Background: an optimization exercise with open tools, aiming at small area. Do not read the settings as production practice. The RTL was checked by simulation tests, not by an equivalence proof against the original design. The clock input has no modelled driver; a real chip could not lean on it and would need a root buffer or a full tree. Power is estimated from default activity; no workload was simulated.

== JK ==
// pong_vga_top
module pong_vga_top(
	input ClkPort,
	input rst,  
	input BtnC,
	input BtnU,
	input BtnD,
	input BtnL,
	input BtnR,
	output hSync, vSync,
	output [3:0] vgaR, vgaG, vgaB,
	output An0, An1, An2, An3, An4, An5, An6, An7,
	output Ca, Cb, Cc, Cd, Ce, Cf, Cg, Dp,
	output MemOE, MemWR, RamCS, QuadSpiFlashCS
	);
export LEC_CHECK = 0
export CAP_MARGIN = 0
export CORE_MARGIN = 2
export CORE_UTILIZATION = 40
export GPL_TIMING_DRIVEN = 0
export SLEW_MARGIN = 0
create_clock -name core_clock -period 120.0 [get_ports {ClkPort}]
standard.sh (not shown) runs the stock make flow with config.mk's settings and CLKGATE_MAP_FILE= SYNTH_SCRIPT=/design/flow/synth_recipe.tcl, a recipe that flattens the netlist after the stock synthesis.
==> flow/flow/run.sh <==
#!/bin/bash
# Own layout flow: the standard flow (standard.sh) with these changes in how
# the layout is made:
#  - ABC maps the logic with an area-oriented script (abc.script here: a
#    minute of &deepsyn AIG optimisation, then area mapping) instead
#    of ORFS's speed script, whose buffering and upsizing aim at delay;
#  - Yosys's synth runs without its early "abc -fast", so the full adders
#    are extracted from the written-out carry chains without inverters;
#  - the port buffers that global placement adds are sky130_fd_sc_hd__buf_1;
#  - one tie cell drives all the constant outputs;
#  - the clock tree is flow/clock_tree.tcl: four clkbuf_16, each driving the
#    flip-flops of one region, instead of TritonCTS's two-level tree.
# Everything else (synthesis passes, floorplan, power grid, taps, placement,
# routing) is the standard flow. Each tool's output goes to a log in this folder.
set -euo pipefail
here=$(pwd)
rm -rf "$here/scripts_mod"
cp -r "$FLOW_HOME/scripts" "$here/scripts_mod"
cp "$here/flow/abc.script" "$here/scripts_mod/abc_area.script"
# the CTS step builds the clock tree with flow/clock_tree.tcl
sed -i "s|^log_cmd clock_tree_synthesis {\*}\$cts_args|source $here/flow/clock_tree.tcl|" "$here/scripts_mod/cts.tcl"
grep -q "source $here/flow/clock_tree.tcl" "$here/scripts_mod/cts.tcl"
export SCRIPTS_DIR="$here/scripts_mod"
export ABC_AREA=1
export SYNTH_ARGS=-noabc
export SKIP_REPAIR_TIE_FANOUT=1
export REMOVE_ABC_BUFFERS=1
export BUFFER_PORTS_ARGS="-buffer_cell sky130_fd_sc_hd__buf_1"
bash standard.sh > "$here/standard_flow.log" 2>&1
Other scripts of this flow, unchanged in this note and not shown: flow/flow/abc.script, flow/flow/clock_tree.tcl
### JK -> MS
-- flow/design.v --
<<< JK, line 87
	reg [6:0] K;
	reg [8:0] p1_top, p2_top;
	reg [9:0] nbx, nby;
	wire [9:0] xo = ~nbx;
	reg [1:0] trajectory_sign;  
>>> MS, line 87
	reg [6:0] K;
	reg [8:0] p1_top, p2_top;
	reg [9:0] nbx;
	reg [8:0] nyq;
	wire [9:0] xo = ~nbx;
	reg [1:0] trajectory_sign;  
<<< JK, line 132
	wire [10:0] ndy = move ? (yu ? {9'd0, ball_shift_y} : {9'h1ff, ~ball_shift_y}) : 11'd0;
	wire [10:0] nbxs = add(nbx, ndx, 1'b1);
	wire [10:0] nbys = add(nby, ndy, move & ~yu);
	wire [9:0] bxo = ~nbxs[9:0];  
	wire [9:0] byo = ~nbys[9:0];  
	wire wall_lo = ge(byo, 506);
	wire wall_hi = ~ge(byo, 35);
	wire [8:0] pt = bxo[9] ? p2_top : p1_top;
	wire [10:0] c = add({2'b0, pt}, {1'b0, nbys[9:0]}, 1'b1);
	wire [9:0] cs = {~c[9], c[8:0]};  
	wire near = ge(cs, 512 - 54) & ~ge(cs, 512 + 5);   
	wire edg = ~ge(cs, 512 - 42);                      
	wire hit1 = ge(bxo, 200) & ~ge(bxo, 211) & near;   
	wire hit2 = ge(bxo, 707) & ~ge(bxo, 718) & near;   
>>> MS, line 133
	wire [10:0] ndy = move ? (yu ? {9'd0, ball_shift_y} : {9'h1ff, ~ball_shift_y}) : 11'd0;
	wire [10:0] nbxs = add(nbx, ndx, 1'b1);
	wire [10:0] nyqs = add({2'b0, nyq}, ndy, move & ~yu);
	wire [9:0] bxo = ~nbxs[9:0];  
	wire [8:0] byq = ~nyqs[8:0];  
	wire wall_lo = ge(byq, 480);
	wire wall_hi = ~ge(byq, 9);
	wire [8:0] pt = bxo[9] ? p2_top : p1_top;
	wire [10:0] c = add({2'b0, pt}, {2'b11, nyqs[8:0]}, 1'b1);
	wire [9:0] cs = {~c[9], c[8:0]};  
	wire near = ge(cs, 512 - 28) & ~ge(cs, 512 + 31);   
	wire edg = ~ge(cs, 512 - 16);                       
	wire hit1 = ge(bxo, 200) & ~ge(bxo, 211) & near;   
	wire hit2 = ge(bxo, 707) & ~ge(bxo, 718) & near;   
<<< JK, line 147
		K <= (rst | move) ? 7'd0 : Kn[6:0];
		nbx <= run ? nbxs[9:0] : ~10'd459;
		nby <= run ? nbys[9:0] : ~10'd270;
		if (rst) begin
			trajectory_sign <= 2'b00;
>>> MS, line 148
		K <= (rst | move) ? 7'd0 : Kn[6:0];
		nbx <= run ? nbxs[9:0] : ~10'd459;
		nyq <= run ? nyqs[8:0] : ~9'd244;
		if (rst) begin
			trajectory_sign <= 2'b00;
<<< JK, line 172
		((ge(hCount, 200) & ~ge(hCount, 211)) | (ge(hCount, 717) & ~ge(hCount, 728)));
	wire [10:0] gx = add({1'b0, hCount}, {1'b0, nbx}, 1'b1);
	wire [10:0] gy = add({1'b0, vCount}, {1'b0, nby}, 1'b1);
	wire ball = gx[10] & ~ge(gx[9:0], 11) & gy[10] & ~ge(gy[9:0], 11);
	wire [3:0] s = hCount[9] ? score2 : score1;
	wire g1 = s[3] | s[1] | ~(s[2] ^ s[0]);                        
>>> MS, line 173
		((ge(hCount, 200) & ~ge(hCount, 211)) | (ge(hCount, 717) & ~ge(hCount, 728)));
	wire [10:0] gx = add({1'b0, hCount}, {1'b0, nbx}, 1'b1);
	wire [10:0] gy = add({1'b0, vCount}, {2'b01, nyq}, 1'b1);  
	wire ball = gx[10] & ~ge(gx[9:0], 11) & gy[10] & ge(gy[9:0], 26) & ~ge(gy[9:0], 37);
	wire [3:0] s = hCount[9] ? score2 : score1;
	wire g1 = s[3] | s[1] | ~(s[2] ^ s[0]);                        
Notes after the runs:
- Both conditions hold for MS: the flow ran to the end and the final layout passed the timing, DRC and antenna checks.
- MS vs JK on synthesized cell count: MS is the lower one.
- Compared MS against JK; sequential element share of the synthesized area within noise.
- Synthesized area on MS is down relative to JK.
- There was hardly any difference in signed area change from the synthesized netlist to the final layout between MS and JK.
- Looking at wire length across JK and MS, the one that comes out lower is MS.
- Taking JK as the reference, in MS sequential power held steady; reported combinational group power grew by about 40%.
- Multi-input logic portion of the cell area delta (MS -> JK): insignificant
- Going from JK to MS, setup slack decreased 0.60 ns; proportion of power drawn by the clock network decreased 1.0 points.
No run of this note takes its clock network from TritonCTS; it comes from the design's own scripts or RTL.

---

red:
pong_vga_top again, from the RTL that the note above started with.
clock: 120.0 ns
lec_check: 0
cap_margin: 20
core_margin: 2
core_utilization: 40
cts_buf_list: sky130_fd_sc_hd__clkbuf_2 sky130_fd_sc_hd__clkbuf_4 sky130_fd_sc_hd__clkbuf_8
slew_margin: 20
==> flow/flow/run.sh <==
#!/bin/bash
# Own layout flow: the standard flow (standard.sh) with these changes in how
# the layout is made:
#  - ABC maps the logic with an area-oriented script (abc.script here) instead
#    of ORFS's speed script, whose buffering and upsizing aim at delay;
#  - Yosys's synth runs without its early "abc -fast", so the full adders
#    are extracted from the written-out carry chains without inverters;
#  - the port buffers that global placement adds are sky130_fd_sc_hd__buf_1.
# Everything else (synthesis passes, floorplan, power grid, taps, CTS, routing)
# is the standard flow. Each tool's output goes to a log in this folder.
set -euo pipefail
here=$(pwd)
rm -rf "$here/scripts_mod"
cp -r "$FLOW_HOME/scripts" "$here/scripts_mod"
cp "$here/flow/abc.script" "$here/scripts_mod/abc_area.script"
export SCRIPTS_DIR="$here/scripts_mod"
export ABC_AREA=1
export SYNTH_ARGS=-noabc
export CTS_ARGS="-sink_clustering_enable -repair_clock_nets -buf_list {sky130_fd_sc_hd__clkbuf_4 sky130_fd_sc_hd__clkbuf_8} -dont_use_dummy_load"
export BUFFER_PORTS_ARGS="-buffer_cell sky130_fd_sc_hd__buf_1"
bash standard.sh > "$here/standard_flow.log" 2>&1
==> flow/flow/abc.script <==
strash
dch
map -a
&get -n
&st
&dch
&nf -R 1000
&put
topo
dnsize -c
diff inputs: red => blue
--- a/flow/design.v
+++ b/flow/design.v
@@ -166,30 +166,32 @@
 				ball_shift_y <= 2'd3;
 		end
 	end
 	wire [8:0] nqt = hCount[9] ? ~p2_top : ~p1_top;
 	wire [10:0] f = add({1'b0, vCount}, {1'b0, 1'b1, nqt}, 1'b1);  
 	wire pad = f[10] & ~ge(f[9:0], 61) &
 		((ge(hCount, 200) & ~ge(hCount, 211)) | (ge(hCount, 717) & ~ge(hCount, 728)));
 	wire [10:0] gx = add({1'b0, hCount}, {1'b0, nbx}, 1'b1);
 	wire [10:0] gy = add({1'b0, vCount}, {1'b0, nby}, 1'b1);
 	wire ball = gx[10] & ~ge(gx[9:0], 11) & gy[10] & ~ge(gy[9:0], 11);
 	wire [3:0] s = hCount[9] ? score2 : score1;
-	wire g1 = s[3] | s[1] | ~(s[2] ^ s[0]);                        
-	wire g2 = s[3] | ~s[2] | ~(s[1] ^ s[0]);                       
-	wire g3 = s[3] | s[2] | ~s[1] | s[0];                          
-	wire g4 = s[2] ? (s[1] ^ s[0]) : (s[1] | ~s[0]);               
-	wire g5 = ~s[0] & (~s[2] | s[1]);                              
-	wire g6 = s[3] | (s[2] & ~(s[1] & s[0])) | ~(s[2] | s[1] | s[0]);  
-	wire g7 = s[3] ? ~s[1] : ((s[2] | s[1]) & ~(s[2] & s[1] & s[0]));  
-	wire z10 = s[3] & s[1];                                        
+	wire z0 = s == 4'd0, z1 = s == 4'd1, z2 = s == 4'd2, z3 = s == 4'd3, z4 = s == 4'd4,
+		z5 = s == 4'd5, z6 = s == 4'd6, z7 = s == 4'd7, z8 = s == 4'd8, z9 = s == 4'd9,
+		z10 = s == 4'd10;
+	wire g1 = z0 | z2 | z3 | z5 | z6 | z7 | z8 | z9 | z10;
+	wire g2 = z0 | z1 | z2 | z3 | z4 | z7 | z8 | z9 | z10;
+	wire g3 = z0 | z1 | z3 | z4 | z5 | z6 | z7 | z8 | z9 | z10;
+	wire g4 = z0 | z2 | z3 | z5 | z6 | z8 | z10;
+	wire g5 = z0 | z2 | z6 | z8 | z10;
+	wire g6 = z0 | z4 | z5 | z6 | z8 | z9 | z10;
+	wire g7 = z2 | z3 | z4 | z5 | z6 | z8 | z9;
 	wire v1  = ge(vCount, 44) & ~ge(vCount, 50);
 	wire v26 = ge(vCount, 50) & ~ge(vCount, 65);
 	wire v35 = ge(vCount, 65) & ~ge(vCount, 80);
 	wire v4  = ge(vCount, 80) & ~ge(vCount, 85);
 	wire v7  = ge(vCount, 63) & ~ge(vCount, 68);
 	wire vo  = ge(vCount, 44) & ~ge(vCount, 85);
 	wire hl = (ge(hCount, 337) & ~ge(hCount, 343)) | (ge(hCount, 570) & ~ge(hCount, 576));
 	wire hr = (ge(hCount, 352) & ~ge(hCount, 358)) | (ge(hCount, 585) & ~ge(hCount, 591));
 	wire ha = (ge(hCount, 337) & ~ge(hCount, 358)) | (ge(hCount, 570) & ~ge(hCount, 591));
 	wire ho = (ge(hCount, 317) & ~ge(hCount, 323)) | (ge(hCount, 550) & ~ge(hCount, 556));
 	wire dig = (ha & ((g1 & v1) | (g4 & v4) | (g7 & v7))) |
## What came out
- In the metrics for blue and red, the one carrying the lower number of distinct library cells after synthesis is red.
- Part of the total power dissipated in combinational logic on blue is up relative to red.
- Going from red to blue, clock power share held, global-route track usage on met2 went up 0.67 points, maximum number of pins on one net before global-route repair went up 4, die area went up 0.50%.
- Cell with the biggest individual delay on the critical path = sky130_fd_sc_hd__fa_1: blue; cell with the biggest individual delay on the critical path = sky130_fd_sc_hd__o221ai_1: red
- Taking red as the reference point, the global-route wire length before repair of blue rises by 3.8%.
- Higher average wire per cell in the routed design was reported by blue, not red.
- More vias were needed by blue than by red.
- blue reports a lower maximum fanout count along the critical path than red does.
- Compared with red, blue shows multi-input combinational cell count that has gone up slightly.
- Re global-route usage: blue is 0.80 points up on red.

==> re-timing with driven ports <==
The results above use ideal ports. As a check the final layouts listed here were re-extracted and re-timed, cells and wires unchanged.
Step 1: set_driving_cell puts a clkbuf_16 on ClkPort and a buf_2 on each other input, an assumption about the parent block.
Step 2 adds t to the input delays and takes it off the output delays; t is the mean of the earliest and latest rising clock arrival at the registers after step 1. Input paths then give back, and output paths get back, about the clock's delay inside the block.
a / b / c = ideal / step 1 / step 2; a / b = the first two.
run | shift t [ns] | setup WS [ns] | slew at the worst register clock pin (ns) | worst slew at a driven data input, ns
JK | 0.257 | 89.630 / 89.539 / 89.795 | 0.11 / 0.11 | 0.03
MS | 0.253 | 89.034 / 88.944 / 89.197 | 0.10 / 0.10 | 0.03
red | 0.405 | 89.596 / 89.560 / 89.966 | 0.10 / 0.10 | 0.03
blue | 0.411 | 89.947 / 89.912 / 90.324 | 0.11 / 0.11 | 0.04
After both steps every run listed still meets setup and hold.
